What follows belongs to an exercise in optimizing a design on an open flow for small area and a short achievable clock period; a production flow would make more cautious choices.
Function was checked by simulation only, so behaviour that the tests miss may differ from the original.
Power figures rest on the tool's default switching activity, not on a simulated workload.

## design/flow/design.v

```verilog
module ALU(
        input               clk,
        input  logic [7:0]  number1,number2,
        input  logic [0:3]  opcode,
        output logic [15:0] resultant
    );
reg [2:0] pre_r, pre_q;
always @(*) begin
    if (number2 >= 8'd8) begin
        pre_q = 3'd0;
        pre_r = number1[7:5];
    end else begin
        case ({number2[2:0], number1[7:5]})
            6'd0: begin pre_q = 3'd7; pre_r = 3'd0; end
            6'd1: begin pre_q = 3'd7; pre_r = 3'd1; end
            6'd2: begin pre_q = 3'd7; pre_r = 3'd2; end
            6'd3: begin pre_q = 3'd7; pre_r = 3'd3; end
            6'd4: begin pre_q = 3'd7; pre_r = 3'd4; end
            6'd5: begin pre_q = 3'd7; pre_r = 3'd5; end
            6'd6: begin pre_q = 3'd7; pre_r = 3'd6; end
            6'd7: begin pre_q = 3'd7; pre_r = 3'd7; end
            6'd8: begin pre_q = 3'd0; pre_r = 3'd0; end
            6'd9: begin pre_q = 3'd1; pre_r = 3'd0; end
            6'd10: begin pre_q = 3'd2; pre_r = 3'd0; end
            6'd11: begin pre_q = 3'd3; pre_r = 3'd0; end
            6'd12: begin pre_q = 3'd4; pre_r = 3'd0; end
            6'd13: begin pre_q = 3'd5; pre_r = 3'd0; end
            6'd14: begin pre_q = 3'd6; pre_r = 3'd0; end
            6'd15: begin pre_q = 3'd7; pre_r = 3'd0; end
            6'd16: begin pre_q = 3'd0; pre_r = 3'd0; end
            6'd17: begin pre_q = 3'd0; pre_r = 3'd1; end
            6'd18: begin pre_q = 3'd1; pre_r = 3'd0; end
            6'd19: begin pre_q = 3'd1; pre_r = 3'd1; end
            6'd20: begin pre_q = 3'd2; pre_r = 3'd0; end
            6'd21: begin pre_q = 3'd2; pre_r = 3'd1; end
            6'd22: begin pre_q = 3'd3; pre_r = 3'd0; end
            6'd23: begin pre_q = 3'd3; pre_r = 3'd1; end
            6'd24: begin pre_q = 3'd0; pre_r = 3'd0; end
            6'd25: begin pre_q = 3'd0; pre_r = 3'd1; end
            6'd26: begin pre_q = 3'd0; pre_r = 3'd2; end
            6'd27: begin pre_q = 3'd1; pre_r = 3'd0; end
            6'd28: begin pre_q = 3'd1; pre_r = 3'd1; end
            6'd29: begin pre_q = 3'd1; pre_r = 3'd2; end
            6'd30: begin pre_q = 3'd2; pre_r = 3'd0; end
            6'd31: begin pre_q = 3'd2; pre_r = 3'd1; end
            6'd32: begin pre_q = 3'd0; pre_r = 3'd0; end
            6'd33: begin pre_q = 3'd0; pre_r = 3'd1; end
            6'd34: begin pre_q = 3'd0; pre_r = 3'd2; end
            6'd35: begin pre_q = 3'd0; pre_r = 3'd3; end
            6'd36: begin pre_q = 3'd1; pre_r = 3'd0; end
            6'd37: begin pre_q = 3'd1; pre_r = 3'd1; end
            6'd38: begin pre_q = 3'd1; pre_r = 3'd2; end
            6'd39: begin pre_q = 3'd1; pre_r = 3'd3; end
            6'd40: begin pre_q = 3'd0; pre_r = 3'd0; end
            6'd41: begin pre_q = 3'd0; pre_r = 3'd1; end
            6'd42: begin pre_q = 3'd0; pre_r = 3'd2; end
            6'd43: begin pre_q = 3'd0; pre_r = 3'd3; end
            6'd44: begin pre_q = 3'd0; pre_r = 3'd4; end
            6'd45: begin pre_q = 3'd1; pre_r = 3'd0; end
            6'd46: begin pre_q = 3'd1; pre_r = 3'd1; end
            6'd47: begin pre_q = 3'd1; pre_r = 3'd2; end
            6'd48: begin pre_q = 3'd0; pre_r = 3'd0; end
            6'd49: begin pre_q = 3'd0; pre_r = 3'd1; end
            6'd50: begin pre_q = 3'd0; pre_r = 3'd2; end
            6'd51: begin pre_q = 3'd0; pre_r = 3'd3; end
            6'd52: begin pre_q = 3'd0; pre_r = 3'd4; end
            6'd53: begin pre_q = 3'd0; pre_r = 3'd5; end
            6'd54: begin pre_q = 3'd1; pre_r = 3'd0; end
            6'd55: begin pre_q = 3'd1; pre_r = 3'd1; end
            6'd56: begin pre_q = 3'd0; pre_r = 3'd0; end
            6'd57: begin pre_q = 3'd0; pre_r = 3'd1; end
            6'd58: begin pre_q = 3'd0; pre_r = 3'd2; end
            6'd59: begin pre_q = 3'd0; pre_r = 3'd3; end
            6'd60: begin pre_q = 3'd0; pre_r = 3'd4; end
            6'd61: begin pre_q = 3'd0; pre_r = 3'd5; end
            6'd62: begin pre_q = 3'd0; pre_r = 3'd6; end
            6'd63: begin pre_q = 3'd1; pre_r = 3'd0; end
            default: begin pre_q = 3'd0; pre_r = 3'd0; end
        endcase
    end
end
reg [7:0] a, b;
reg [3:0] op;
reg [2:0] r_pre;
always @(posedge clk) begin
    a  <= number1;
    b  <= number2;
    op <= opcode;
    r_pre <= pre_r;
end
wire [15:0] prod;
wire [15:0] nprod;
mul8 u_mul (.a(a), .b(b), .p(nprod));
assign prod = ~nprod;
wire [7:0] q;
wire [7:0] rem;
wire [9:0] b3 = {2'b00, b} + {1'b0, b, 1'b0};
wire [3:0] x3 = {r_pre, a[4:4]};
wire [3:0] r3;
wire [9:0] m1_3 = {2'b00, b};
wire [3:0] y1_3 = ~m1_3[3:0];
wire [3:0] g1_3 = x3 & y1_3;
wire [3:0] p1_3 = x3 ^ y1_3;
wire G1_3_0_0 = g1_3[0] | p1_3[0];
wire G1_3_1_1 = g1_3[1];
wire P1_3_1_1 = p1_3[1];
wire G1_3_2_2 = g1_3[2];
wire P1_3_2_2 = p1_3[2];
wire G1_3_3_3 = g1_3[3];
wire P1_3_3_3 = p1_3[3];
wire G1_3_1_0 = G1_3_1_1 | (P1_3_1_1 & G1_3_0_0);
wire G1_3_3_2 = G1_3_3_3 | (P1_3_3_3 & G1_3_2_2);
wire P1_3_3_2 = P1_3_3_3 & P1_3_2_2;
wire G1_3_3_0 = G1_3_3_2 | (P1_3_3_2 & G1_3_1_0);
wire G1_3_2_0 = G1_3_2_2 | (P1_3_2_2 & G1_3_1_0);
wire [3:0] ci1_3 = {G1_3_2_0, G1_3_1_0, G1_3_0_0, 1'b1};
wire [4:0] d1_3 = {~G1_3_3_0, p1_3 ^ ci1_3};
wire ge1_3 = G1_3_3_0 & (b < 9'd16);
wire [0:0] qd3 = ge1_3;
assign r3 = ge1_3 ? d1_3[3:0] : x3;
wire [4:0] x4 = {r3, a[3:3]};
wire [4:0] r4;
wire [9:0] m1_4 = {2'b00, b};
wire [4:0] y1_4 = ~m1_4[4:0];
wire [4:0] g1_4 = x4 & y1_4;
wire [4:0] p1_4 = x4 ^ y1_4;
wire G1_4_0_0 = g1_4[0] | p1_4[0];
wire G1_4_1_1 = g1_4[1];
wire P1_4_1_1 = p1_4[1];
wire G1_4_2_2 = g1_4[2];
wire P1_4_2_2 = p1_4[2];
wire G1_4_3_3 = g1_4[3];
wire P1_4_3_3 = p1_4[3];
wire G1_4_4_4 = g1_4[4];
wire P1_4_4_4 = p1_4[4];
wire G1_4_1_0 = G1_4_1_1 | (P1_4_1_1 & G1_4_0_0);
wire G1_4_3_2 = G1_4_3_3 | (P1_4_3_3 & G1_4_2_2);
wire P1_4_3_2 = P1_4_3_3 & P1_4_2_2;
wire G1_4_3_0 = G1_4_3_2 | (P1_4_3_2 & G1_4_1_0);
wire G1_4_2_0 = G1_4_2_2 | (P1_4_2_2 & G1_4_1_0);
wire G1_4_4_0 = G1_4_4_4 | (P1_4_4_4 & G1_4_3_0);
wire [4:0] ci1_4 = {G1_4_3_0, G1_4_2_0, G1_4_1_0, G1_4_0_0, 1'b1};
wire [5:0] d1_4 = {~G1_4_4_0, p1_4 ^ ci1_4};
wire ge1_4 = G1_4_4_0 & (b < 9'd32);
wire [0:0] qd4 = ge1_4;
assign r4 = ge1_4 ? d1_4[4:0] : x4;
wire [5:0] x5 = {r4, a[2:2]};
wire [5:0] r5;
wire [9:0] m1_5 = {2'b00, b};
wire [5:0] y1_5 = ~m1_5[5:0];
wire [5:0] g1_5 = x5 & y1_5;
wire [5:0] p1_5 = x5 ^ y1_5;
wire G1_5_0_0 = g1_5[0] | p1_5[0];
wire G1_5_1_1 = g1_5[1];
wire P1_5_1_1 = p1_5[1];
wire G1_5_2_2 = g1_5[2];
wire P1_5_2_2 = p1_5[2];
wire G1_5_3_3 = g1_5[3];
wire P1_5_3_3 = p1_5[3];
wire G1_5_4_4 = g1_5[4];
wire P1_5_4_4 = p1_5[4];
wire G1_5_5_5 = g1_5[5];
wire P1_5_5_5 = p1_5[5];
wire G1_5_1_0 = G1_5_1_1 | (P1_5_1_1 & G1_5_0_0);
wire G1_5_3_2 = G1_5_3_3 | (P1_5_3_3 & G1_5_2_2);
wire P1_5_3_2 = P1_5_3_3 & P1_5_2_2;
wire G1_5_5_4 = G1_5_5_5 | (P1_5_5_5 & G1_5_4_4);
wire P1_5_5_4 = P1_5_5_5 & P1_5_4_4;
wire G1_5_2_0 = G1_5_2_2 | (P1_5_2_2 & G1_5_1_0);
wire G1_5_3_0 = G1_5_3_2 | (P1_5_3_2 & G1_5_1_0);
wire G1_5_4_0 = G1_5_4_4 | (P1_5_4_4 & G1_5_3_0);
wire G1_5_5_0 = G1_5_5_4 | (P1_5_5_4 & G1_5_3_0);
wire [5:0] ci1_5 = {G1_5_4_0, G1_5_3_0, G1_5_2_0, G1_5_1_0, G1_5_0_0, 1'b1};
wire [6:0] d1_5 = {~G1_5_5_0, p1_5 ^ ci1_5};
wire ge1_5 = G1_5_5_0 & (b < 9'd64);
wire [0:0] qd5 = ge1_5;
assign r5 = ge1_5 ? d1_5[5:0] : x5;
wire [6:0] x6 = {r5, a[1:1]};
wire [6:0] r6;
wire [9:0] m1_6 = {2'b00, b};
wire [6:0] y1_6 = ~m1_6[6:0];
wire [6:0] g1_6 = x6 & y1_6;
wire [6:0] p1_6 = x6 ^ y1_6;
wire G1_6_0_0 = g1_6[0] | p1_6[0];
wire G1_6_1_1 = g1_6[1];
wire P1_6_1_1 = p1_6[1];
wire G1_6_2_2 = g1_6[2];
wire P1_6_2_2 = p1_6[2];
wire G1_6_3_3 = g1_6[3];
wire P1_6_3_3 = p1_6[3];
wire G1_6_4_4 = g1_6[4];
wire P1_6_4_4 = p1_6[4];
wire G1_6_5_5 = g1_6[5];
wire P1_6_5_5 = p1_6[5];
wire G1_6_6_6 = g1_6[6];
wire P1_6_6_6 = p1_6[6];
wire G1_6_1_0 = G1_6_1_1 | (P1_6_1_1 & G1_6_0_0);
wire G1_6_3_2 = G1_6_3_3 | (P1_6_3_3 & G1_6_2_2);
wire P1_6_3_2 = P1_6_3_3 & P1_6_2_2;
wire G1_6_5_4 = G1_6_5_5 | (P1_6_5_5 & G1_6_4_4);
wire P1_6_5_4 = P1_6_5_5 & P1_6_4_4;
wire G1_6_2_0 = G1_6_2_2 | (P1_6_2_2 & G1_6_1_0);
wire G1_6_3_0 = G1_6_3_2 | (P1_6_3_2 & G1_6_1_0);
wire G1_6_6_4 = G1_6_6_6 | (P1_6_6_6 & G1_6_5_4);
wire P1_6_6_4 = P1_6_6_6 & P1_6_5_4;
wire G1_6_4_0 = G1_6_4_4 | (P1_6_4_4 & G1_6_3_0);
wire G1_6_5_0 = G1_6_5_4 | (P1_6_5_4 & G1_6_3_0);
wire G1_6_6_0 = G1_6_6_4 | (P1_6_6_4 & G1_6_3_0);
wire [6:0] ci1_6 = {G1_6_5_0, G1_6_4_0, G1_6_3_0, G1_6_2_0, G1_6_1_0, G1_6_0_0, 1'b1};
wire [7:0] d1_6 = {~G1_6_6_0, p1_6 ^ ci1_6};
wire ge1_6 = G1_6_6_0 & (b < 9'd128);
wire [0:0] qd6 = ge1_6;
assign r6 = ge1_6 ? d1_6[6:0] : x6;
wire [7:0] x7 = {r6, a[0:0]};
wire [7:0] r7;
wire        is_as = (op == 0) | (op == 1);
wire        is_add = (op == 0);
wire [7:0]  xs7 = is_as ? a : x7;
wire [7:0]  ys7 = is_add ? b : ~b;
wire [8:0]  addsub = {1'b0, xs7} + {1'b0, ys7} + {8'd0, ~is_add};
wire [0:0] qd7 = addsub[8];
assign r7 = addsub[8] ? addsub[7:0] : x7;
reg [2:0] q_pre;
always @(*) begin
    if (b >= 8'd8) q_pre = 3'd0;
    else case ({b[2:0], a[7:5]})
        6'd0: q_pre = 3'd7;
        6'd1: q_pre = 3'd7;
        6'd2: q_pre = 3'd7;
        6'd3: q_pre = 3'd7;
        6'd4: q_pre = 3'd7;
        6'd5: q_pre = 3'd7;
        6'd6: q_pre = 3'd7;
        6'd7: q_pre = 3'd7;
        6'd8: q_pre = 3'd0;
        6'd9: q_pre = 3'd1;
        6'd10: q_pre = 3'd2;
        6'd11: q_pre = 3'd3;
        6'd12: q_pre = 3'd4;
        6'd13: q_pre = 3'd5;
        6'd14: q_pre = 3'd6;
        6'd15: q_pre = 3'd7;
        6'd16: q_pre = 3'd0;
        6'd17: q_pre = 3'd0;
        6'd18: q_pre = 3'd1;
        6'd19: q_pre = 3'd1;
        6'd20: q_pre = 3'd2;
        6'd21: q_pre = 3'd2;
        6'd22: q_pre = 3'd3;
        6'd23: q_pre = 3'd3;
        6'd24: q_pre = 3'd0;
        6'd25: q_pre = 3'd0;
        6'd26: q_pre = 3'd0;
        6'd27: q_pre = 3'd1;
        6'd28: q_pre = 3'd1;
        6'd29: q_pre = 3'd1;
        6'd30: q_pre = 3'd2;
        6'd31: q_pre = 3'd2;
        6'd32: q_pre = 3'd0;
        6'd33: q_pre = 3'd0;
        6'd34: q_pre = 3'd0;
        6'd35: q_pre = 3'd0;
        6'd36: q_pre = 3'd1;
        6'd37: q_pre = 3'd1;
        6'd38: q_pre = 3'd1;
        6'd39: q_pre = 3'd1;
        6'd40: q_pre = 3'd0;
        6'd41: q_pre = 3'd0;
        6'd42: q_pre = 3'd0;
        6'd43: q_pre = 3'd0;
        6'd44: q_pre = 3'd0;
        6'd45: q_pre = 3'd1;
        6'd46: q_pre = 3'd1;
        6'd47: q_pre = 3'd1;
        6'd48: q_pre = 3'd0;
        6'd49: q_pre = 3'd0;
        6'd50: q_pre = 3'd0;
        6'd51: q_pre = 3'd0;
        6'd52: q_pre = 3'd0;
        6'd53: q_pre = 3'd0;
        6'd54: q_pre = 3'd1;
        6'd55: q_pre = 3'd1;
        6'd56: q_pre = 3'd0;
        6'd57: q_pre = 3'd0;
        6'd58: q_pre = 3'd0;
        6'd59: q_pre = 3'd0;
        6'd60: q_pre = 3'd0;
        6'd61: q_pre = 3'd0;
        6'd62: q_pre = 3'd0;
        6'd63: q_pre = 3'd1;
        default: q_pre = 3'd0;
    endcase
end
assign q = {q_pre, qd3, qd4, qd5, qd6, qd7};
assign rem = r7;
wire bz = (b == 8'd0);
always @(posedge clk) begin
    case (op)
        0:       resultant <= {7'd0, addsub[8], addsub[7:0]};
        1:       resultant <= {{8{~addsub[8]}}, addsub[7:0]};
        2:       resultant <= prod;
        3:       resultant <= {{8{bz}}, q};
        4:       resultant <= {8'd0, rem};
        default: resultant <= resultant;
    endcase
end
endmodule
module mul8(input [7:0] a, input [7:0] b, output [15:0] p);
wire [63:0] pp;
ppgen u_pp (.a(a), .b(b), .pp(pp));
wire s0, c0;
fa1 u_ha0 (.x(pp[6]), .y(pp[13]), .z(1'b1), .s(s0), .c(c0));
wire s1, c1;
fa1 u_fa1 (.x(pp[7]), .y(pp[14]), .z(pp[21]), .s(s1), .c(c1));
wire s2, c2;
fa1 u_ha2 (.x(pp[28]), .y(pp[35]), .z(1'b1), .s(s2), .c(c2));
wire s3, c3;
fa1 u_fa3 (.x(pp[15]), .y(pp[22]), .z(pp[29]), .s(s3), .c(c3));
wire s4, c4;
fa1 u_ha4 (.x(pp[36]), .y(pp[43]), .z(1'b1), .s(s4), .c(c4));
wire s5, c5;
fa1 u_fa5 (.x(pp[23]), .y(pp[30]), .z(pp[37]), .s(s5), .c(c5));
wire s6, c6;
fa1 u_ha6 (.x(pp[4]), .y(pp[11]), .z(1'b1), .s(s6), .c(c6));
wire s7, c7;
fa1 u_fa7 (.x(pp[5]), .y(pp[12]), .z(pp[19]), .s(s7), .c(c7));
wire s8, c8;
fa1 u_ha8 (.x(pp[26]), .y(pp[33]), .z(1'b1), .s(s8), .c(c8));
wire s9, c9;
fa1 u_fa9 (.x(pp[20]), .y(pp[27]), .z(pp[34]), .s(s9), .c(c9));
wire s10, c10;
fa1 u_fa10 (.x(pp[41]), .y(pp[48]), .z(s0), .s(s10), .c(c10));
wire s11, c11;
fa1 u_fa11 (.x(pp[42]), .y(pp[49]), .z(pp[56]), .s(s11), .c(c11));
wire s12, c12;
fa1 u_fa12 (.x(s1), .y(s2), .z(c0), .s(s12), .c(c12));
wire s13, c13;
fa1 u_fa13 (.x(pp[50]), .y(pp[57]), .z(s3), .s(s13), .c(c13));
wire s14, c14;
fa1 u_fa14 (.x(s4), .y(c1), .z(c2), .s(s14), .c(c14));
wire s15, c15;
fa1 u_fa15 (.x(pp[44]), .y(pp[51]), .z(pp[58]), .s(s15), .c(c15));
wire s16, c16;
fa1 u_fa16 (.x(s5), .y(c3), .z(c4), .s(s16), .c(c16));
wire s17, c17;
fa1 u_fa17 (.x(pp[31]), .y(pp[38]), .z(pp[45]), .s(s17), .c(c17));
wire s18, c18;
fa1 u_fa18 (.x(pp[52]), .y(pp[59]), .z(c5), .s(s18), .c(c18));
wire s19, c19;
fa1 u_fa19 (.x(pp[39]), .y(pp[46]), .z(pp[53]), .s(s19), .c(c19));
wire s20, c20;
fa1 u_ha20 (.x(pp[3]), .y(pp[10]), .z(1'b1), .s(s20), .c(c20));
wire s21, c21;
fa1 u_fa21 (.x(pp[18]), .y(pp[25]), .z(pp[32]), .s(s21), .c(c21));
wire s22, c22;
fa1 u_fa22 (.x(pp[40]), .y(s7), .z(s8), .s(s22), .c(c22));
wire s23, c23;
fa1 u_fa23 (.x(s9), .y(s10), .z(c7), .s(s23), .c(c23));
wire s24, c24;
fa1 u_fa24 (.x(s11), .y(s12), .z(c9), .s(s24), .c(c24));
wire s25, c25;
fa1 u_fa25 (.x(s13), .y(s14), .z(c11), .s(s25), .c(c25));
wire s26, c26;
fa1 u_fa26 (.x(s15), .y(s16), .z(c13), .s(s26), .c(c26));
wire s27, c27;
fa1 u_fa27 (.x(s17), .y(s18), .z(c15), .s(s27), .c(c27));
wire s28, c28;
fa1 u_fa28 (.x(pp[60]), .y(s19), .z(c17), .s(s28), .c(c28));
wire s29, c29;
fa1 u_fa29 (.x(pp[47]), .y(pp[54]), .z(pp[61]), .s(s29), .c(c29));
wire s30, c30;
fa1 u_ha30 (.x(pp[2]), .y(pp[9]), .z(1'b1), .s(s30), .c(c30));
wire s31, c31;
fa1 u_fa31 (.x(pp[17]), .y(pp[24]), .z(s20), .s(s31), .c(c31));
wire s32, c32;
fa1 u_fa32 (.x(s6), .y(s21), .z(c20), .s(s32), .c(c32));
wire s33, c33;
fa1 u_fa33 (.x(c6), .y(s22), .z(c21), .s(s33), .c(c33));
wire s34, c34;
fa1 u_fa34 (.x(c8), .y(s23), .z(c22), .s(s34), .c(c34));
wire s35, c35;
fa1 u_fa35 (.x(c10), .y(s24), .z(c23), .s(s35), .c(c35));
wire s36, c36;
fa1 u_fa36 (.x(c12), .y(s25), .z(c24), .s(s36), .c(c36));
wire s37, c37;
fa1 u_fa37 (.x(c14), .y(s26), .z(c25), .s(s37), .c(c37));
wire s38, c38;
fa1 u_fa38 (.x(c16), .y(s27), .z(c26), .s(s38), .c(c38));
wire s39, c39;
fa1 u_fa39 (.x(c18), .y(s28), .z(c27), .s(s39), .c(c39));
wire s40, c40;
fa1 u_fa40 (.x(c19), .y(s29), .z(c28), .s(s40), .c(c40));
wire s41, c41;
fa1 u_fa41 (.x(pp[55]), .y(pp[62]), .z(c29), .s(s41), .c(c41));
wire [15:0] r0 = {1'b1, pp[63], s41, s40, s39, s38, s37, s36, s35, s34, s33, s32, s31, pp[16], pp[1], pp[0]};
wire [15:0] r1 = {1'b1, c41, c40, c39, c38, c37, c36, c35, c34, c33, c32, c31, c30, s30, pp[8], 1'b1};
wire [15:0] np;
wire [16:0] cc;
genvar g;
generate for (g = 0; g < 16; g = g + 1) begin : cpa
end endgenerate
assign np[0] = pp[0];
fa1 u_cpa1 (.x(pp[1]), .y(pp[8]), .z(1'b1), .s(np[1]), .c(cc[2]));
fa1 u_cpa2 (.x(pp[16]), .y(s30), .z(cc[2]), .s(np[2]), .c(cc[3]));
fa1 u_cpa3 (.x(s31), .y(c30), .z(cc[3]), .s(np[3]), .c(cc[4]));
fa1 u_cpa4 (.x(s32), .y(c31), .z(cc[4]), .s(np[4]), .c(cc[5]));
fa1 u_cpa5 (.x(s33), .y(c32), .z(cc[5]), .s(np[5]), .c(cc[6]));
fa1 u_cpa6 (.x(s34), .y(c33), .z(cc[6]), .s(np[6]), .c(cc[7]));
fa1 u_cpa7 (.x(s35), .y(c34), .z(cc[7]), .s(np[7]), .c(cc[8]));
fa1 u_cpa8 (.x(s36), .y(c35), .z(cc[8]), .s(np[8]), .c(cc[9]));
fa1 u_cpa9 (.x(s37), .y(c36), .z(cc[9]), .s(np[9]), .c(cc[10]));
fa1 u_cpa10 (.x(s38), .y(c37), .z(cc[10]), .s(np[10]), .c(cc[11]));
fa1 u_cpa11 (.x(s39), .y(c38), .z(cc[11]), .s(np[11]), .c(cc[12]));
fa1 u_cpa12 (.x(s40), .y(c39), .z(cc[12]), .s(np[12]), .c(cc[13]));
fa1 u_cpa13 (.x(s41), .y(c40), .z(cc[13]), .s(np[13]), .c(cc[14]));
fa1 u_cpa14 (.x(pp[63]), .y(c41), .z(cc[14]), .s(np[14]), .c(cc[15]));
assign np[15] = cc[15];
assign p = np;    
endmodule
module ppgen(input [7:0] a, input [7:0] b, output [63:0] pp);
genvar i, j;
generate for (i = 0; i < 8; i = i + 1) begin : row
    for (j = 0; j < 8; j = j + 1) begin : col
        nand1 u_nand (.x(a[j]), .y(b[i]), .z(pp[8*i+j]));
    end
end endgenerate
endmodule
module nand1(input x, input y, output z);
assign z = ~(x & y);
endmodule
module fa1(input x, input y, input z, output s, output c);
assign s = x ^ y ^ z;
assign c = (x & y) | (x & z) | (y & z);
endmodule
module xnor1(input x, input y, output z);
assign z = ~(x ^ y);
endmodule
module or1(input x, input y, output z);
assign z = x | y;
endmodule
module han1(input x, input y, output s, output c);
assign s = ~(x ^ y);
assign c = x | y;
endmodule
module ha1(input x, input y, output s, output c);
assign s = x ^ y;
assign c = x & y;
endmodule
```

## design/flow/flow/run.sh

```bash
#!/bin/bash
# The standard layout, with plain buf_2 cells as the port buffers.
# The whole make output goes to standard.log in the work folder.
bash standard.sh BUFFER_PORTS_ARGS="-buffer_cell sky130_fd_sc_hd__buf_2" finish > standard.log 2>&1
```

## design/flow/standard.sh

```bash
#!/bin/bash
# synth_recipe.tcl (not shown) runs the flow's synth.tcl, then flattens the netlist and writes it again
# the make line also repeats each setting of config.mk as NAME=value (left out here)
make -C /OpenROAD-flow-scripts/flow DESIGN_CONFIG=/design/flow/config.mk WORK_HOME=/design/flow/orfs CLKGATE_MAP_FILE= SYNTH_SCRIPT=/design/flow/synth_recipe.tcl "${@:-finish}"
```

## design/flow/config.mk

```make
export PLATFORM = sky130hd
export DESIGN_NAME = ALU
export DESIGN_NICKNAME = ALU
export VERILOG_FILES = /design/flow/design.v
export SDC_FILE = /design/flow/constraint.sdc
export NUM_CORES = 4
export LEC_CHECK = 0
export ABC_AREA = 1
export CAP_MARGIN = 20
export CORE_MARGIN = 2
export CORE_UTILIZATION = 60
export CTS_BUF_LIST = sky130_fd_sc_hd__clkbuf_8
export SLEW_MARGIN = 20
export SYNTH_HIERARCHICAL = 1
export SYNTH_MINIMUM_KEEP_SIZE = 0
```

## design/flow/constraint.sdc

```tcl
create_clock -name core_clock -period 38.0 [get_ports {clk}]
set_input_delay 7.6000 -clock core_clock [delete_from_list [all_inputs] [get_ports {clk}]]
set_output_delay 7.6000 -clock core_clock [all_outputs]
set_load 0.01 [all_outputs]
```

==> results of run 1 <==
## synthesized netlist by cell type (3+ instances only)
cell type	count	area (um2)
nand2_1	154	578.1
fa_1	68	1361
inv_1	56	210.2
nand3_1	50	250.2
nor2_1	30	112.6
ha_1	28	350.3
dfxtp_1	26	520.5
o21ai_0	23	115.1
a21oi_1	20	100.1
edfxtp_1	16	480.5
xor2_1	14	122.6
inv_2	5	18.77
o21ai_2	5	43.79
a21o_1	4	30.03
clkbuf_1	4	15.01
o211ai_1	4	30.03
xnor2_1	4	35.03
nand3b_1	3	22.52
or2_2	3	18.77
## per-module statistics from Yosys, one instance, submodules excluded, a selection
module  cells  copies in the design  area [um2]  flip-flops and latches
fa1         1                    56       20.02                       0
mul8        2                     1       11.26                       0
nand1       1                    64       3.754                       0
ALU       428                     1        3321                      42
## critical path, delay by kind of cell
kind	cells	cell delay, ns
AO/OA/AOI/OAI	2	0.56
buffers and inverters	1	0.10
AND/OR/NAND/NOR	3	0.49
## worst paths after layout
path	cells after the start	to
worst min register to register	2	resultant[7]$_DFFE_PP_
worst max-delay path	6	r_pre[1]$_DFF_P_
worst min-delay path	2	resultant[7]$_DFFE_PP_
worst max register to register	36	resultant[7]$_DFFE_PP_
## cells by family (layout without fill, tap and decap cells)
kind of cell / after synthesis / count (layout) / synth area share, %
xor gates and xnor gates: 18 / 18 / 3.359
and+or+nand+nor: 257 / 257 / 24.13
adders and majority gates: 96 / 96 / 36.47
buffers and inverters: 67 / 105 / 5.465
other: 1 / 8 / 0.07990
DFF: 42 / 42 / 21.33
AOI/OAI and AO/OA: 69 / 69 / 9.171
## power by group
group,internal (mW),switching [mW]
registers,0.0529,0.00445
logic,0.0440,0.0593
clock network,0.0197,0.0179
total,0.117,0.0816
## sequential cells by signal (all words and copies together) (netlist names), named ones only
signal / cells
a: 8
b: 8
r_pre: 3
op: 4
resultant: 16
## layout make-up
type	count	area (um2)	share of cell area (%)
Multi-Input combinational cell	448	3462	67.74
Sequential cell	42	1001	19.58
Inverter	61	229.0	4.480
Timing Repair Buffer	36	180.2	3.525
Tap cell	102	127.6	2.497
Clock buffer	5	68.82	1.346
Clock inverter	3	42.54	0.8323
## per-layer routing
layer	GRT usage (%)	share of wire [%]	vias up
li1	-	-	1869
met1	37.73	44	1907
met2	50.49	51	122
met3	3.824	4.4	9
met4	7.214	1.3	0
met5	0	0	-
## metrics by stage
| stage | util, % | area [um2] | cells | setup slack (ns) |
|---|---|---|---|---|
| 2_1_floorplan | - | 4720 | 557 | 29.43 |
| 3_3_place_gp | 65.38 | 5000 | 689 | 29.22 |
| 3_5_place_dp | 65.38 | 5000 | 689 | 29.13 |
| 4_1_cts | 66.84 | 5111 | 697 | 29.45 |
| 5_1_grt | 66.84 | 5111 | 697 | 29.21 |
| 6_report | 66.84 | 5111 | 697 | 29.43 |
==> run_results.csv, run 1 <==
group,metric,value,unit
outcome,status,"complete, no violations",
power,power.total,198.2,uW
power,power_density,38.78,nW/um2
setup_path,cp-startpoint,"number2[4]",
place,gp_congestion,0.8773,
setup_path,path_max_fanout,6,
detailed_routing,drcViolationCount,0,
sta,fmax,116.7,MHz
detailed_routing,via_per_inst,5.605,
logic_synthesis,yosysUniqueCellTypes,44,
setup_path,worstPathCellList,"buf_2, nor2_1, nand2_1, nor2_1, o21ai_0, o32a_1",
sta,setup-tns-final,0,ns
setup_path,arrival,8.77,ns
sta,fin_crit,8.567,ns
detailed_routing,wl,11190,um
setup_path,worst_path_max_delay_cell,"o32a_1",
die,dieArea,8545,um2
clocking,cts_resized,0,
logic_synthesis,synth-seq-area-share,21.33,%
layout,layout.nets,711,
detailed_routing,wl_per_cell,16.05,um
clocking,clkLatencyLatePin,0.31,ns
logic_synthesis,synthCells,550,
logic_synthesis,avgSynthCellArea,8.533,um2
global_route,grt_max_degree,17,
clocking,ctsHtreeMaxLevel,2,
logic_synthesis,async_flop_share,0,%
sta,worst_pin_slew,0.8089,ns
clocking,cts-root-buf,"clkbuf_8",
layout,area.growth.synth_to_final,8.904,%
layout,final_cell_mix,"nand2_1, fa_1, inv_1",
power,leakagePower,2.315,nW
sta,finalSetupViolCount,0,
clocking,ctsHoldBuffers,0,
detailed_routing,final_antenna_net_count,0,
clocking,numCtsBuffers,5,
power,peakVddDrop,0.02671,mV
layout,fillers,663,
setup_path,crit_type,"in -> reg",
die,dieHeight,92.44,um
die,core,7647,um2
global_route,grt_overflow,0,
logic_synthesis,synth-seq-cells,42,
logic_synthesis,yosys_warnings,7,
setup_path,worstSetupStartpointType,"input port",
setup_path,crit_required,38.20,ns
place,hpwl,8761,um
sta,rsz0062_at_grt,"false",
die,initial_core_util,61.37,%
global_route,grt_usage,28.72,%
sta,final_max_slew_viol_count,0,
setup_path,r2r_slack,29.85,ns
sta,fin_skew,0.008539,ns
logic_synthesis,syn-cell-area,4693,um2
clocking,post-cts-setup-buffers,0,
logic_synthesis,ys.flop_type,"dfxtp_1",
global_route,grt_pass1_vias,4079,
detailed_routing,vias,3907,
clocking,cts_tree,"done",
clocking,cts.sinks,42,
detailed_routing,drt_iter0_markers,203,
sta,hold_viol_final,0,
setup_path,end_kind,"flip-flop",
sta,max_slew_margin,45.94,%
detailed_routing,drtPass1Iterations,5,
setup_path,cpPeakStageDelay,0.37,ns
clocking,clk_pin_slew,0.09,ns
setup_path,path_common_cell,"nor2_1",
place,io_buffers,36,
die,num_rows,32,
sta,min_period_over_period,22.54,%
layout,insertedDiodeCount,0,
global_route,antenna_found_initial,0,
die,ioPinCount,37,
layout,layout-drive-gt1-share,11.09,%
logic_synthesis,synth_edf_count,16,
die,die-width,92.44,um
clocking,cts_buffer_depth,2,
global_route,grt_pass1_wl,19250,um
sta,whs,0.6207,ns
job,cap_violations,0,
layout,final_common_cell,"nand2_1",
setup_path,r2r_start,"b[1]$_DFF_P_",
hold_path,hold_class,"reg -> reg",
==> run 2: changes to the inputs <==
--- a/design/flow/design.v
+++ b/design/flow/design.v
@@ -91,5 +91,3 @@
 wire [15:0] prod;
-wire [15:0] nprod;
-mul8 u_mul (.a(a), .b(b), .p(nprod));
-assign prod = ~nprod;
+mul8 u_mul (.a(a), .b(b), .p(prod));
 wire [7:0] q;
@@ -100,20 +98,4 @@
 wire [9:0] m1_3 = {2'b00, b};
-wire [3:0] y1_3 = ~m1_3[3:0];
-wire [3:0] g1_3 = x3 & y1_3;
-wire [3:0] p1_3 = x3 ^ y1_3;
-wire G1_3_0_0 = g1_3[0] | p1_3[0];
-wire G1_3_1_1 = g1_3[1];
-wire P1_3_1_1 = p1_3[1];
-wire G1_3_2_2 = g1_3[2];
-wire P1_3_2_2 = p1_3[2];
-wire G1_3_3_3 = g1_3[3];
-wire P1_3_3_3 = p1_3[3];
-wire G1_3_1_0 = G1_3_1_1 | (P1_3_1_1 & G1_3_0_0);
-wire G1_3_3_2 = G1_3_3_3 | (P1_3_3_3 & G1_3_2_2);
-wire P1_3_3_2 = P1_3_3_3 & P1_3_2_2;
-wire G1_3_3_0 = G1_3_3_2 | (P1_3_3_2 & G1_3_1_0);
-wire G1_3_2_0 = G1_3_2_2 | (P1_3_2_2 & G1_3_1_0);
-wire [3:0] ci1_3 = {G1_3_2_0, G1_3_1_0, G1_3_0_0, 1'b1};
-wire [4:0] d1_3 = {~G1_3_3_0, p1_3 ^ ci1_3};
-wire ge1_3 = G1_3_3_0 & (b < 9'd16);
+wire [4:0] d1_3 = {1'b0, x3} - {1'b0, m1_3[3:0]};
+wire ge1_3 = ~d1_3[4] & (b < 9'd16);
 wire [0:0] qd3 = ge1_3;
@@ -417,3 +399,3 @@
 assign np[15] = cc[15];
-assign p = np;    
+assign p = ~np;
 endmodule
==> run 2 against run 1 <==
Net effect: largest cell class unchanged; register-to-register slack worse by 0.04 ns; critical path type is now reg -> out; setup slack improved by 0.10 ns; via count up 0.92%; clock power is 14% higher; count of clock-buffer cells in the layout did not move; still clean.
==> run_results.csv, run 2 <==
group,metric,value,unit
clocking,numCtsBuffers,5,
global_route,grt_max_degree,17,
detailed_routing,drtPass1Iterations,5,
setup_path,path_buf_inv,1,
sta,finalSetupViolCount,0,
setup_path,reg2reg_depth,46,
die,ioPinCount,37,
place,io_buffers,36,
die,core,7727,um2
logic_synthesis,yosys_warnings,7,
sta,setup_slack,29.54,ns
detailed_routing,vias,3943,
power,leakagePower,2.449,nW
setup_path,reg2reg_to,"resultant[7]$_DFFE_PP_",
layout,insertedDiodeCount,0,
logic_synthesis,async_flop_share,0,%
detailed_routing,drcViolationCount,0,
clocking,clkLatencyLatePin,0.30,ns
clocking,cts_buffer_depth,2,
logic_synthesis,synth_common_cells,"nand2_1, inv_1, fa_1",
setup_path,r2r_slack,29.81,ns
detailed_routing,wl_per_cell,15.44,um
logic_synthesis,synthTopCellsByArea,"fa_1, nand2_1, dfxtp_1",
place,hpwl,8937,um
setup_path,crit_required,30.40,ns
hold_path,whs_endpoint,"resultant[7]$_DFFE_PP_",
logic_synthesis,synth-seq-area-share,21.02,%
sta,max_slew_margin,48.10,%
die,num_rows,32,
setup_path,worstSetupStartpointType,"flip-flop",
global_route,grt_pass1_vias,4037,
layout,largest_reg_flops,16,
sta,worst_pin_slew,0.7766,ns
setup_path,crit_type,"reg -> out",
job,cap_violations,0,
clocking,cts_tree,"done",
die,dieHeight,93.09,um
clocking,cts-root-buf,"clkbuf_8",
sta,hold_viol_final,0,
detailed_routing,via_per_inst,5.446,
layout,largest-register,"resultant",
sta,fin_crit,8.462,ns
setup_path,cpPeakStageDelay,0.40,ns
clocking,clk_pin_slew,0.09,ns
layout,largestRegisters,"resultant: 16 flops, a: 8 flops, b: 8 flops",
sta,rsz0062_at_grt,"false",
clocking,ctsHoldBuffers,0,
logic_synthesis,ys.flop_type,"dfxtp_1",
global_route,antenna_found_initial,0,
hold_path,hold_depth,2,
setup_path,cp_top_family,"flip-flops",
setup_path,end_kind,"output pin",
layout,final_common_cell,"nand2_1",
place,place_ws,29.23,ns
sta,fin_skew,0.008685,ns
power,peakVddDrop,0.02842,mV
setup_path,arrival,0.86,ns
outcome,status,"complete, no violations",
layout,final_cell_mix,"nand2_1, inv_1, fa_1",
hold_path,hold_class,"reg -> reg",
detailed_routing,drt_iter0_markers,226,
clocking,post-cts-setup-buffers,0,
setup_path,cp_num_cells,1,
layout,area.growth.synth_to_final,9.695,%
global_route,grt_pass1_wl,18850,um
setup_path,path_max_fanout,1,
logic_synthesis,synth_most_common_cell,"nand2_1",
power,power_density,40.54,nW/um2
layout,layout-drive-gt1-share,11.90,%
place,gp_congestion,0.9087,
layout,fin_area,5224,um2
sta,fmax,118.2,MHz
layout,layout.nets,738,
logic_synthesis,synthCells,573,
place,placed_area,5086,um2
logic_synthesis,avgSynthCellArea,8.311,um2
detailed_routing,final_antenna_net_count,0,
clocking,ctsHtreeMaxLevel,2,
die,initial_core_util,61.63,%
detailed_routing,wl,11180,um
sta,setup-tns-final,0,ns
setup_path,worst_path_max_delay_cell,"edfxtp_1",
logic_synthesis,synth_edf_count,16,
clocking,cts.sinks,42,
global_route,grt_usage,27.73,%
sta,min_period_over_period,22.27,%
logic_synthesis,synth-seq-cells,42,
setup_path,r2r_start,"b[2]$_DFF_P_",
sta,final_max_slew_viol_count,0,
die,dieArea,8666,um2
logic_synthesis,yosysUniqueCellTypes,45,
logic_synthesis,netlist.area_leader.share,28.17,%
die,die-width,93.09,um
logic_synthesis,syn-cell-area,4762,um2
global_route,grt_overflow,0,
clocking,cts_resized,0,
setup_path,worstPathCellList,"buf_2",
logic_synthesis,synth_area_leader_cell,"fa_1",
[run 2: worst register-to-register path, delay by kind of cell (launching register included)]
| family | cells | cell delay (ns) |
|---|---|---|
| DFF | 1 | 0.83 |
| adders and majority gates | 7 | 2.76 |
| buffers and inverters | 8 | 0.85 |
| and+or+nand+nor | 25 | 2.68 |
| AOI/OAI and AO/OA | 6 | 0.83 |
[run 2: logic make-up (layout without fill, tap and decap cells)]
family,count (synthesis),in the layout,share of synthesized area (%)
and+or+nand+nor,275,275,25.25
adders and majority gates,96,96,35.79
buffers and inverters,85,127,6.752
AOI/OAI and AO/OA,55,55,7.619
DFF,42,42,21.02
xor gates and xnor gates,19,19,3.494
other,1,8,0.07875
[run 2: worst max path at each step]
stage / startpoint / slack [ns] / end
after floorplan: number1[6] / 29.56 / r_pre[0]$_DFF_P_
after global placement: number1[6] / 29.26 / r_pre[0]$_DFF_P_
after CTS: resultant[7]$_DFFE_PP_ / 29.53 / resultant[7]
after detailed placement: number1[6] / 29.23 / r_pre[0]$_DFF_P_
final: resultant[7]$_DFFE_PP_ / 29.54 / resultant[7]
after global routing: b[2]$_DFF_P_ / 29.21 / resultant[7]$_DFFE_PP_
[run 2: modules after synthesis, one instance, submodules excluded, excerpt]
module | cells inside | flip-flops and latches | cell area [um2] | times used
fa1 | 1 | 0 | 20.02 | 56
ALU | 436 | 42 | 3337 | 1
nand1 | 1 | 0 | 3.754 | 64
mul8 | 17 | 0 | 63.81 | 1
[run 2: metal layers]
| metal | vias to the layer above | wire length [um] | global-route usage [%] |
|---|---|---|---|
| met5 | - | 0 | 0 |
| met4 | 0 | 165 | 6.985 |
| met3 | 15 | 575 | 2.659 |
| met2 | 126 | 5595 | 48.25 |
| met1 | 1890 | 4838 | 37.59 |
| li1 | 1912 | - | - |
[run 2: per-stage QoR]
stage	instances	power [mW]	util [%]	hold WS, ns
floorplan	580	0.1435	-	0.5152
global placement	716	0.1651	65.82	0.5331
detailed placement	716	0.1696	65.82	0.5698
CTS	724	0.2125	67.60	0.5966
global route	724	0.2321	67.60	0.6380
finish	724	0.2118	67.60	0.6103
[run 2: area by class of cell]
type	instances	area, um2
clock buffers	5	68.82
clock inverters	3	68.82
fillers	658	2504
inverters	83	311.5
multi-input cells	453	3466
flip-flops and latches	42	1001
well taps	102	127.6
repair buffers	36	180.2
[run 2: power breakdown]
part           switching (mW)  internal, mW  leakage, nW
Combinational          0.0638        0.0474         2.02
Clock                  0.0167        0.0263       0.0683
Sequential            0.00483        0.0527        0.363
==> run 3: changes to the inputs <==
--- a/design/flow/design.v
+++ b/design/flow/design.v
@@ -91,3 +91,5 @@
 wire [15:0] prod;
-mul8 u_mul (.a(a), .b(b), .p(prod));
+wire [15:0] nprod;
+mul8 u_mul (.a(a), .b(b), .p(nprod));
+assign prod = ~nprod;
 wire [7:0] q;
@@ -399,3 +401,3 @@
 assign np[15] = cc[15];
-assign p = ~np;
+assign p = np;    
 endmodule
--- a/design/flow/config.mk
+++ b/design/flow/config.mk
@@ -10,3 +10,3 @@
 export CORE_MARGIN = 2
-export CORE_UTILIZATION = 60
+export CORE_UTILIZATION = 50
 export CTS_BUF_LIST = sky130_fd_sc_hd__clkbuf_8
==> run 3 against run 2 <==
Net effect: still clean on timing, DRC and antenna; synthesized cell count shrank 3.7%; critical path depth rose by 9; sequential power barely moved; sequential cell count unchanged; clock power is 26% lower; register-to-register slack worse by 0.23 ns; routed wire length shrank 0.19%; area after synthesis down 2.0%; global-route usage down 3.7 points; sequential share of layout area rose by 0.47 points.
==> run_results.csv, run 3 <==
group,metric,value,unit
setup_path,worstPathCellList,"buf_2, inv_1, ha_1, nor2_1, a21oi_1, o22ai_1, nand2_1, nand2_1, nand2_1, o21ai_0",
power,peakVddDrop,0.02799,mV
logic_synthesis,synth_edf_count,16,
detailed_routing,drtPass1Iterations,4,
logic_synthesis,ys.flop_type,"dfxtp_1",
global_route,grt_pass1_vias,3926,
sta,max_slew_margin,42.02,%
sta,finalSetupViolCount,0,
layout,fin_cells,712,
setup_path,worst_path_max_delay_cell,"ha_1",
setup_path,end_kind,"flip-flop",
clocking,clk_pin_slew,0.10,ns
die,dieArea,10130,um2
power,pwr-share-seq,29.2,%
layout,layout-drive-gt1-share,12.65,%
setup_path,reg2reg_depth,46,
logic_synthesis,synth-simple-area-share,23.45,%
sta,final_max_slew_viol_count,0,
layout,largest-register,"resultant",
global_route,antenna_found_initial,0,
setup_path,reg2reg_to,"resultant[12]$_DFFE_PP_",
layout,insertedDiodeCount,0,
setup_path,path_common_cell,"nand2_1",
sta,whs,0.6037,ns
place,dp_cells,704,
global_route,grt_pass1_wl,18910,um
setup_path,cp-startpoint,"number1[6]",
detailed_routing,wl,11150,um
detailed_routing,final_antenna_net_count,0,
logic_synthesis,syn-cell-area,4668,um2
layout,fin_area,5100,um2
clocking,cts_buffer_depth,2,
sta,fin_skew,0.008560,ns
detailed_routing,wl_per_cell,15.67,um
logic_synthesis,synthAdderAreaFrac,36.50,%
clocking,cts_tree,"done",
sta,setup_slack,29.56,ns
die,ioPinCount,37,
clocking,ctsHoldBuffers,0,
layout,layout.nets,717,
setup_path,arrival,8.64,ns
sta,hold_viol_final,0,
global_route,grt_max_degree,17,
clocking,cts-root-buf,"clkbuf_8",
power,switching_share,42.38,%
setup_path,crit_path_end,"r_pre[0]$_DFF_P_",
power,power.total,196.3,uW
clocking,post-cts-setup-buffers,0,
place,io_buffers,36,
logic_synthesis,synth_compound_area_share,9.140,%
layout,largestRegisters,"resultant: 16 flops, a: 8 flops, b: 8 flops",
layout,final_common_cell,"nand2_1",
logic_synthesis,synth_top_family_by_area,"adder cells",
global_route,grt_usage,23.99,%
sta,worst_pin_slew,0.8685,ns
sta,setup-tns-final,0,ns
logic_synthesis,async_flop_share,0,%
job,cap_violations,0,
logic_synthesis,synth_area_leader_cell,"fa_1",
setup_path,path_max_fanout,7,
layout,final_cell_mix,"nand2_1, fa_1, inv_1",
global_route,grtUsageMet1,31.28,%
setup_path,crit_type,"in -> reg",
logic_synthesis,synthCells,552,
setup_path,worstSetupStartpointType,"input port",
logic_synthesis,synth_mux_area_share,0,%
die,dieHeight,100.6,um
clocking,clkLatencyLatePin,0.31,ns
setup_path,crit_required,38.20,ns
logic_synthesis,netlist.area_leader.share,28.73,%
global_route,grt_overflow,0,
outcome,status,"complete, no violations",
place,gp_congestion,0.9000,
clocking,cts_resized,0,
setup_path,r2r_start,"b[2]$_DFF_P_",
power,leakagePower,2.319,nW
clocking,numCtsBuffers,5,
logic_synthesis,synth_most_common_cell,"nand2_1",
logic_synthesis,yosys_warnings,7,
logic_synthesis,synth_common_cells,"nand2_1, fa_1, inv_1",
place,hpwl,8920,um
logic_synthesis,yosysUniqueCellTypes,42,
die,initial_core_util,51.00,%
global_route,gr-usage-met2,42.77,%
layout,utilization,55.72,%
detailed_routing,via_per_inst,5.324,
sta,min_period_over_period,22.20,%
detailed_routing,drcViolationCount,0,
logic_synthesis,avgSynthCellArea,8.457,um2
layout,fillers,863,
sta,fin_crit,8.437,ns
place,place_ws,29.25,ns
clocking,ctsHtreeMaxLevel,2,
power,p_comb_share,54.5,%
power,p_int,113.1,uW
sta,rsz0062_at_grt,"false",
global_route,use_met3,2.288,%
logic_synthesis,synth-seq-area-share,21.44,%
detailed_routing,drt_iter0_markers,163,
setup_path,cpPeakStageDelay,0.28,ns
logic_synthesis,synthXorXnorAreaFrac,3.565,%
power,power_density,38.48,nW/um2
die,num_rows,35,
power,clkPwrFrac,16.3,%
place,placed_area,5005,um2
layout,largest_reg_flops,16,
setup_path,r2r_slack,29.58,ns
die,core,9153,um2
hold_path,hold_class,"reg -> reg",
detailed_routing,vias,3791,
power,netSwitchingPower,83.16,uW
clocking,cts.sinks,42,
layout,area.growth.synth_to_final,9.247,%
die,die-width,100.6,um
logic_synthesis,synth-seq-cells,42,
global_route,top_usage_layer,"met2",
sta,fmax,118.5,MHz
logic_synthesis,synthTopCellsByArea,"fa_1, nand2_1, dfxtp_1",
## run 3: cell types whose count changed after synthesis, moves of 3 or more
cell and change:
o21ai_2 +6, a22oi_1 -4, a21oi_1 +5, inv_2 -4, nand2_1 -16, inv_1 -11, nor2_2 +3, nand3_1 +3
## run 3: critical path, delay by kind of cell
family / cells / cell delay [ns]
AOI/OAI and AO/OA: 3 / 0.29
adders and majority gates: 1 / 0.28
buffers and inverters: 2 / 0.26
and+or+nand+nor: 4 / 0.21
## run 3: area by class of cell
type                       instances  area (um2)  area share, %
timing repair buffer              37       187.7          3.680
multi-input combinational        446        3422          67.10
inverter                          68       255.2          5.005
clock buffer                       5       68.82          1.349
sequential                        42        1001          19.63
tap                              111       138.9          2.723
clock inverter                     3       26.28         0.5152
## run 3: worst min-delay path by stage
stage / slack [ns] / cells past startpoint / to / start
finish: 0.60 / 2 / resultant[6]$_DFFE_PP_ / flip-flop
global route: 0.63 / 2 / resultant[6]$_DFFE_PP_ / flip-flop
CTS: 0.60 / 2 / resultant[7]$_DFFE_PP_ / flip-flop
detailed placement: 0.57 / 2 / resultant[7]$_DFFE_PP_ / flip-flop
global placement: 0.58 / 2 / resultant[6]$_DFFE_PP_ / flip-flop
floorplan: 0.51 / 2 / resultant[5]$_DFFE_PP_ / flip-flop
## run 3: Yosys stat by module, one instance, submodules excluded, a selection
module	cells	times used	area (um2)
ALU	430	1	3296
fa1	1	56	20.02
mul8	2	1	11.26
nand1	1	64	3.754
## run 3: cells by family (layout without fill, tap and decap cells)
| group | count (synthesis) | in the layout |
|---|---|---|
| AOI/OAI and AO/OA | 65 | 65 |
| xor gates and xnor gates | 19 | 19 |
| adders and majority gates | 96 | 96 |
| buffers and inverters | 71 | 113 |
| other | 1 | 8 |
| DFF | 42 | 42 |
| and+or+nand+nor | 258 | 258 |
## run 3: per-layer routing
metal / part of all wire (%) / routed length [um]
met1: 44 / 4873
met2: 51 / 5732
met3: 3.9 / 431
met4: 1.0 / 116
met5: 0 / 0
## run 3: power groups by stage
| stage | clock network, mW | registers [mW] | logic [mW] |
|---|---|---|---|
| global placement | 0 | 0.0584 | 0.106 |
| floorplan | 0 | 0.0585 | 0.0824 |
| finish | 0.0320 | 0.0573 | 0.107 |
| detailed placement | 0 | 0.0584 | 0.108 |
| global route | 0.0343 | 0.0580 | 0.126 |
| CTS | 0.0325 | 0.0574 | 0.109 |
==> run 4: changes to the inputs <==
--- a/design/flow/config.mk
+++ b/design/flow/config.mk
@@ -10,3 +10,3 @@
 export CORE_MARGIN = 2
-export CORE_UTILIZATION = 50
+export CORE_UTILIZATION = 80
 export CTS_BUF_LIST = sky130_fd_sc_hd__clkbuf_8
==> run 4 against run 3 <==
Net effect: still clean on timing, DRC and antenna; global-route usage increased by 20 points; highest routed layer unchanged; largest power group unchanged; largest cell class unchanged; maximum frequency fell by 2.6%; critical path depth is the same.
==> run_results.csv, run 4 <==
group,metric,value,unit
outcome,status,"complete, no violations",
sta,fin_skew,0.007396,ns
setup_path,crit_required,38.24,ns
clocking,post-cts-setup-buffers,0,
place,gp_congestion,0.9743,
logic_synthesis,synth_compound_area_share,9.140,%
place,io_buffers,36,
logic_synthesis,synth-simple-area-share,23.45,%
die,dieArea,6463,um2
power,leakagePower,2.317,nW
layout,largest_reg_flops,16,
logic_synthesis,synthXorXnorAreaFrac,3.565,%
detailed_routing,drt_iter0_markers,599,
detailed_routing,wl,13230,um
clocking,clk_pin_slew,0.09,ns
layout,fin_area,5040,um2
layout,final_common_cell,"nand2_1",
global_route,antenna_found_initial,0,
sta,hold_viol_final,0,
clocking,ctsHoldBuffers,0,
detailed_routing,final_antenna_net_count,0,
logic_synthesis,async_flop_share,0,%
layout,fin_cells,672,
sta,max_slew_margin,47.67,%
global_route,grt_max_degree,17,
logic_synthesis,synth_top_family_by_area,"adder cells",
logic_synthesis,synthCells,552,
layout,layout.nets,716,
detailed_routing,vias,4441,
layout,area.growth.synth_to_final,7.960,%
power,peakVddDrop,0.04074,mV
logic_synthesis,synth_mux_area_share,0,%
setup_path,crit_type,"in -> reg",
global_route,grt_pass1_wl,21030,um
sta,setup-tns-final,0,ns
clocking,cts_resized,0,
sta,min_period_over_period,22.79,%
setup_path,arrival,8.90,ns
clocking,cts.sinks,42,
logic_synthesis,netlist.area_leader.share,28.73,%
setup_path,worstSetupStartpointType,"input port",
detailed_routing,drcViolationCount,0,
detailed_routing,wl_per_cell,19.68,um
logic_synthesis,avgSynthCellArea,8.457,um2
layout,layout-drive-gt1-share,12.33,%
sta,final_max_slew_viol_count,0,
setup_path,reg2reg_to,"resultant[7]$_DFFE_PP_",
logic_synthesis,synth_edf_count,16,
layout,final_cell_mix,"nand2_1, fa_1, inv_1",
setup_path,crit_path_end,"r_pre[0]$_DFF_P_",
die,die-width,80.39,um
layout,largest-register,"resultant",
logic_synthesis,synth_common_cells,"nand2_1, fa_1, inv_1",
logic_synthesis,synth-seq-area-share,21.44,%
setup_path,path_max_fanout,7,
detailed_routing,via_per_inst,6.609,
setup_path,r2r_slack,29.56,ns
layout,insertedDiodeCount,0,
logic_synthesis,yosysUniqueCellTypes,42,
clocking,cts_buffer_depth,2,
job,cap_violations,0,
logic_synthesis,synthAdderAreaFrac,36.50,%
sta,finalSetupViolCount,0,
logic_synthesis,ys.flop_type,"dfxtp_1",
die,ioPinCount,37,
setup_path,reg2reg_depth,48,
power,power_density,40.57,nW/um2
sta,whs,0.6637,ns
place,placed_area,4949,um2
place,hpwl,9709,um
layout,largestRegisters,"resultant: 16 flops, a: 8 flops, b: 8 flops",
setup_path,cp-startpoint,"number1[6]",
die,dieHeight,80.39,um
global_route,grt_pass1_vias,4401,
logic_synthesis,synth-seq-cells,42,
setup_path,r2r_start,"b[2]$_DFF_P_",
global_route,grt_usage,44.31,%
logic_synthesis,synthTopCellsByArea,"fa_1, nand2_1, dfxtp_1",
die,core,5574,um2
setup_path,end_kind,"flip-flop",
sta,fmax,115.5,MHz
place,dp_cells,664,
die,num_rows,27,
die,initial_core_util,83.75,%
clocking,ctsHtreeMaxLevel,2,
clocking,cts_tree,"done",
logic_synthesis,synth_most_common_cell,"nand2_1",
detailed_routing,drtPass1Iterations,8,
logic_synthesis,synth_area_leader_cell,"fa_1",
logic_synthesis,syn-cell-area,4668,um2
logic_synthesis,yosys_warnings,7,
sta,rsz0062_at_grt,"false",
hold_path,hold_class,"reg -> reg",
sta,worst_pin_slew,0.7838,ns
clocking,clkLatencyLatePin,0.31,ns
sta,fin_crit,8.660,ns
clocking,cts-root-buf,"clkbuf_8",
clocking,numCtsBuffers,5,
global_route,grt_overflow,0,
run 4: kinds of logic (layout without fill, tap and decap cells):
| logic type | Yosys count | after routing |
|---|---|---|
| buffers and inverters | 71 | 112 |
| flip-flops | 42 | 42 |
| AND/OR/NAND/NOR | 258 | 258 |
| adder cells (fa/ha/maj) | 96 | 96 |
| AO/OA/AOI/OAI | 65 | 65 |
| XOR/XNOR | 19 | 19 |
| other | 1 | 8 |
run 4: metrics by stage:
stage | util (%) | worst slack, ns | power [mW]
5_1_grt | 90.42 | 28.95 | 0.2188
2_1_floorplan | - | 29.49 | 0.1409
3_5_place_dp | 88.78 | 29.12 | 0.1694
4_1_cts | 90.42 | 29.42 | 0.2008
3_3_place_gp | 88.78 | 29.32 | 0.1599
6_report | 90.42 | 29.34 | 0.2045
run 4: routing by layer:
layer  vias to the layer above  part of all wire [%]  GRT usage (%)
met3                       148                    11          9.888
met5                         -                     0              0
li1                       1860                     -              -
met4                         0                   8.7          30.85
met2                       419                    47          72.75
met1                      2014                    34          51.55
run 4: cell type report:
cell class,count,area [um2]
Inverter,68,255.2
Timing Repair Buffer,36,180.2
Multi-Input combinational cell,446,3422
Fill cell,244,534.3
Tap cell,72,90.09
Sequential cell,42,1001
Clock buffer,6,82.58
Clock inverter,2,8.758
run 4: worst min path at each step:
stage | startpoint | end | depth (start not counted)
after floorplan | flip-flop | resultant[5]$_DFFE_PP_ | 2
after global placement | flip-flop | resultant[6]$_DFFE_PP_ | 2
after detailed placement | flip-flop | resultant[5]$_DFFE_PP_ | 2
after CTS | flip-flop | resultant[5]$_DFFE_PP_ | 2
final | flip-flop | resultant[7]$_DFFE_PP_ | 2
after global routing | flip-flop | resultant[5]$_DFFE_PP_ | 2
run 4: power by group:
group	internal, mW	total, mW	switching [mW]
registers	0.0527	0.0579	0.00517
logic	0.0487	0.116	0.0668
clock network	0.0144	0.0310	0.0166
run 4: per-module statistics from Yosys, one instance, submodules excluded, a selection:
module  cells  flip-flops and latches  cell area, um2  copies in the design
nand1       1                       0           3.754                    64
mul8        2                       0           11.26                     1
fa1         1                       0           20.02                    56
ALU       430                      42            3296                     1
run 4: worst max-delay path, stage by stage:
cell	delay, ns
buf_2	0.14
inv_1	0.19
ha_1	0.27
nor2_1	0.11
a21oi_1	0.06
o22ai_1	0.18
nand2_1	0.07
nand2_1	0.11
nand2_1	0.08
o21ai_0	0.07
==> run 5: changes to the inputs <==
--- a/design/flow/config.mk
+++ b/design/flow/config.mk
@@ -10,3 +10,3 @@
 export CORE_MARGIN = 2
-export CORE_UTILIZATION = 80
+export CORE_UTILIZATION = 60
 export CTS_BUF_LIST = sky130_fd_sc_hd__clkbuf_8
==> run 5 against run 4 <==
Net effect: register-to-register slack better by 0.07 ns; still clean on timing, DRC and antenna; area after synthesis did not move; final cell count grew 4.8%; critical endpoint unchanged; largest power group unchanged; cell area is 0.87% higher; die area grew 32%; via count down 13%; total power shrank 5.5%.
==> run_results.csv, run 5 <==
group,metric,value,unit
outcome,status,"complete, no violations",
place,hpwl,8694,um
die,core,7647,um2
logic_synthesis,synth_area_leader_cell,"fa_1",
detailed_routing,via_per_inst,5.504,
setup_path,arrival,8.65,ns
global_route,grt_usage,28.26,%
sta,fmax,118.0,MHz
clocking,ctsHoldBuffers,0,
clocking,post-cts-setup-buffers,0,
place,place_ws,29.26,ns
job,cap_violations,0,
detailed_routing,drt_iter0_markers,204,
setup_path,worstSetupStartpointType,"input port",
global_route,antenna_found_initial,0,
logic_synthesis,yosysUniqueCellTypes,42,
clocking,clkLatencyLatePin,0.30,ns
sta,max_slew_margin,46.39,%
global_route,grt_pass1_vias,3958,
logic_synthesis,synth_edf_count,16,
die,dieHeight,92.21,um
detailed_routing,final_antenna_net_count,0,
sta,fin_skew,0.01213,ns
logic_synthesis,netlist.area_leader.share,28.73,%
place,io_buffers,36,
die,initial_core_util,61.04,%
global_route,grt_max_degree,17,
place,gp_congestion,0.9116,
logic_synthesis,ys.flop_type,"dfxtp_1",
sta,worst_pin_slew,0.8031,ns
setup_path,end_kind,"flip-flop",
logic_synthesis,avgSynthCellArea,8.457,um2
sta,setup-tns-final,0,ns
layout,utilization,66.48,%
sta,min_period_over_period,22.30,%
clocking,cts-root-buf,"clkbuf_8",
detailed_routing,drcViolationCount,0,
clocking,cts_resized,0,
sta,hold_viol_final,0,
layout,final_cell_mix,"nand2_1, fa_1, inv_1",
layout,area.growth.synth_to_final,8.899,%
layout,insertedDiodeCount,0,
setup_path,crit_type,"in -> reg",
power,peakVddDrop,0.02731,mV
logic_synthesis,synth_common_cells,"nand2_1, fa_1, inv_1",
power,power_density,38.00,nW/um2
layout,layout.nets,718,
logic_synthesis,synth-seq-area-share,21.44,%
clocking,numCtsBuffers,5,
logic_synthesis,synth-seq-cells,42,
detailed_routing,wl_per_cell,15.72,um
setup_path,path_max_fanout,7,
layout,largestRegisters,"resultant: 16 flops, a: 8 flops, b: 8 flops",
sta,final_max_slew_viol_count,0,
sta,fin_crit,8.474,ns
detailed_routing,vias,3875,
clocking,cts_tree,"done",
global_route,grt_pass1_wl,18600,um
clocking,cts.sinks,42,
sta,finalSetupViolCount,0,
sta,setup_slack,29.53,ns
logic_synthesis,async_flop_share,0,%
clocking,clk_pin_slew,0.09,ns
layout,layout-drive-gt1-share,12.62,%
layout,largest-register,"resultant",
logic_synthesis,synthTopCellsByArea,"fa_1, nand2_1, dfxtp_1",
die,dieArea,8502,um2
power,leakagePower,2.324,nW
clocking,cts_buffer_depth,2,
logic_synthesis,synthCells,552,
die,num_rows,32,
setup_path,crit_required,38.18,ns
logic_synthesis,syn-cell-area,4668,um2
power,power.total,193.2,uW
die,ioPinCount,37,
logic_synthesis,yosys_warnings,7,
hold_path,hold_class,"reg -> reg",
die,die-width,92.21,um
detailed_routing,drtPass1Iterations,5,
sta,rsz0062_at_grt,"false",
logic_synthesis,synth_most_common_cell,"nand2_1",
clocking,ctsHtreeMaxLevel,2,
detailed_routing,wl,11070,um
layout,final_common_cell,"nand2_1",
layout,largest_reg_flops,16,
global_route,grt_overflow,0,
run 5: metrics by stage:
stage / hold WS (ns) / cell area, um2 / instances
finish: 0.6398 / 5084 / 704
global route: 0.6588 / 5084 / 704
CTS: 0.6422 / 5084 / 704
detailed placement: 0.6287 / 5001 / 696
global placement: 0.6485 / 5001 / 696
floorplan: 0.5073 / 4695 / 559
run 5: Yosys stat by module (local to each module, per instance), excerpt:
module | area, um2 | cells | flip-flops and latches
mul8 | 11.26 | 2 | 0
fa1 | 20.02 | 1 | 0
nand1 | 3.754 | 1 | 0
ALU | 3296 | 430 | 42
run 5: worst max-delay path, stage by stage:
cell	delay, ns
buf_2	0.15
inv_1	0.11
ha_1	0.29
nor2_1	0.04
a21oi_1	0.12
o22ai_1	0.09
nand2_1	0.07
nand2_1	0.05
nand2_1	0.05
o21ai_0	0.07
run 5: final cells by class:
class                      instances  area (um2)
clock inverter                     3       13.76
clock buffer                       5       68.82
multi-input combinational        446        3422
tap                              102       127.6
timing repair buffer              38       195.2
inverter                          68       255.2
fill                             694        2564
sequential                        42        1001
run 5: layer usage:
layer	global-route usage [%]	vias to the layer above	wire [um]
li1	-	1867	-
met1	35.83	1852	4638
met2	50.37	135	5605
met3	3.533	21	584
met4	8.955	0	242
met5	0	-	0
run 5: path summary, 6_finish.rpt:
path / startpoint / depth (start not counted) / to / slack [ns]
hold reg to reg: flip-flop / 2 / resultant[6]$_DFFE_PP_ / 0.64
setup / recovery: number1[6] / 10 / r_pre[0]$_DFF_P_ / 29.53
setup reg to reg: b[2]$_DFF_P_ / 48 / resultant[7]$_DFFE_PP_ / 29.63
hold / removal: flip-flop / 2 / resultant[6]$_DFFE_PP_ / 0.64
run 5: cell families (layout without fill, tap and decap cells):
kind of cell	count (synthesis)	in the layout	synth area share (%)
buf+inv	71	114	5.816
simple gates	258	258	23.45
fa+ha+maj	96	96	36.51
xor+xnor	19	19	3.565
compound gates	65	65	9.139
flops	42	42	21.44
other cells	1	8	0.08033
run 5: power by group:
part | internal, mW | switching, mW
Sequential | 0.0527 | 0.00440
Clock | 0.0125 | 0.0156
Combinational | 0.0467 | 0.0612
==> run 6: changes to the inputs <==
--- a/design/flow/config.mk
+++ b/design/flow/config.mk
@@ -10,3 +10,3 @@
 export CORE_MARGIN = 2
-export CORE_UTILIZATION = 60
+export CORE_UTILIZATION = 70
 export CTS_BUF_LIST = sky130_fd_sc_hd__clkbuf_8
==> run 6 against run 5 <==
Net effect: total power up 3.2%; clock power grew 6%; critical endpoint unchanged; register-to-register slack better by 0.07 ns; non-clock buffer count shrank 1; first-iteration DRC count is 63% higher; global-route usage up 4.8 points; critical path type unchanged.
==> run_results.csv, run 6 <==
group,metric,value,unit
detailed_routing,drtPass1Iterations,5,
sta,hold_viol_final,0,
die,core,6386,um2
logic_synthesis,synth-seq-cells,42,
power,switching_share,42.09,%
place,place_ws,29.24,ns
global_route,grt_overflow,0,
outcome,status,"complete, no violations",
power,clkPwrFrac,15.0,%
detailed_routing,drcViolationCount,0,
global_route,grt_usage,33.02,%
clocking,ctsHoldBuffers,0,
layout,fin_area,5057,um2
clocking,cts_buffer_depth,2,
global_route,grt_pass1_vias,4096,
detailed_routing,via_per_inst,5.913,
clocking,numCtsBuffers,5,
logic_synthesis,synth_common_cells,"nand2_1, fa_1, inv_1",
logic_synthesis,avgSynthCellArea,8.457,um2
setup_path,path_common_cell,"nand2_1",
place,io_buffers,36,
setup_path,path_buf_inv,2,
sta,setup_slack,29.52,ns
setup_path,worstPathCellList,"buf_2, inv_1, ha_1, nor2_1, a21oi_1, o22ai_1, nand2_1, nand2_1, nand2_1, o21ai_0",
power,power_density,39.40,nW/um2
sta,finalSetupViolCount,0,
clocking,post-cts-setup-buffers,0,
die,num_rows,29,
place,hpwl,8576,um
sta,min_period_over_period,22.32,%
sta,whs,0.6544,ns
detailed_routing,final_antenna_net_count,0,
logic_synthesis,yosysUniqueCellTypes,42,
layout,utilization,79.19,%
setup_path,crit_required,38.18,ns
power,p_int,115.4,uW
detailed_routing,drt_iter0_markers,332,
layout,area.growth.synth_to_final,8.336,%
detailed_routing,wl_per_cell,16.33,um
global_route,grtUsageMet1,41.20,%
logic_synthesis,synthCells,552,
die,dieHeight,85.67,um
power,netSwitchingPower,83.88,uW
layout,layout-drive-gt1-share,12.65,%
clocking,clk_pin_slew,0.08,ns
global_route,gr-usage-met2,57.24,%
logic_synthesis,synth-seq-area-share,21.44,%
logic_synthesis,async_flop_share,0,%
layout,largest-register,"resultant",
==> run 6: cell counts after synthesis <==
Identical to the previous run, type by type.
==> run 6: tightest hold or removal path, delay by kind of cell (launching register included) <==
kind,cells,cell delay (ns)
flops,1,0.32
simple gates,1,0.12
compound gates,1,0.10
==> run 6: cell families after synthesis <==
family	after synthesis	synth area share (%)
compound gates	65	9.139
xor+xnor	19	3.565
fa+ha+maj	96	36.51
buf+inv	71	5.816
flops	42	21.44
other cells	1	0.08033
simple gates	258	23.45
==> run 6: power groups by stage <==
| stage | Clock [mW] | Sequential [mW] | Combinational [mW] |
|---|---|---|---|
| 2_1_floorplan | 0 | 0.0585 | 0.0824 |
| 3_3_place_gp | 0 | 0.0580 | 0.103 |
| 3_5_place_dp | 0 | 0.0582 | 0.108 |
| 4_1_cts | 0.0302 | 0.0572 | 0.112 |
| 5_1_grt | 0.0317 | 0.0577 | 0.127 |
| 6_report | 0.0299 | 0.0572 | 0.112 |
==> run 6: Yosys stat by module (local to each module, per instance), excerpt <==
module / area (um2) / copies in the design / flip-flops and latches / cells inside
nand1: 3.754 / 64 / 0 / 1
ALU: 3296 / 1 / 42 / 430
fa1: 20.02 / 56 / 0 / 1
mul8: 11.26 / 1 / 0 / 2
==> run 6: routing by layer <==
layer / share of wire, % / vias to the layer above / routed length, um
li1: - / 1869 / -
met1: 40 / 1923 / 4411
met2: 51 / 174 / 5648
met3: 5.6 / 43 / 617
met4: 3.6 / 0 / 396
met5: 0 / - / 0
==> run 6: cell type report <==
class | count | area, um2
multi-input combinational | 446 | 3422
clock buffer | 6 | 82.58
tap | 77 | 96.34
sequential | 42 | 1001
timing repair buffer | 37 | 187.7
clock inverter | 2 | 12.51
fill | 452 | 1329
inverter | 68 | 255.2
==> run 6: final timing paths <==
kind / to / startpoint / slack [ns]
setup / recovery: r_pre[0]$_DFF_P_ / number1[6] / 29.52
hold / removal: resultant[7]$_DFFE_PP_ / flip-flop / 0.65
setup reg to reg: resultant[13]$_DFFE_PP_ / b[2]$_DFF_P_ / 29.70
hold reg to reg: resultant[7]$_DFFE_PP_ / flip-flop / 0.65
==> run 6: through the flow <==
step / instances / power (mW)
2_1_floorplan: 559 / 0.1409
3_3_place_gp: 670 / 0.1613
3_5_place_dp: 670 / 0.1664
4_1_cts: 678 / 0.1989
5_1_grt: 678 / 0.2162
6_report: 678 / 0.1993

Re-timed with assumed drivers on the ports (clkbuf_16 on the clock, buf_2 on other inputs), run 6 has 29.526 ns of setup slack against 29.517 ns with ideal ports, and 29.199 ns once port delays also move by the mid clock arrival of 0.327 ns.
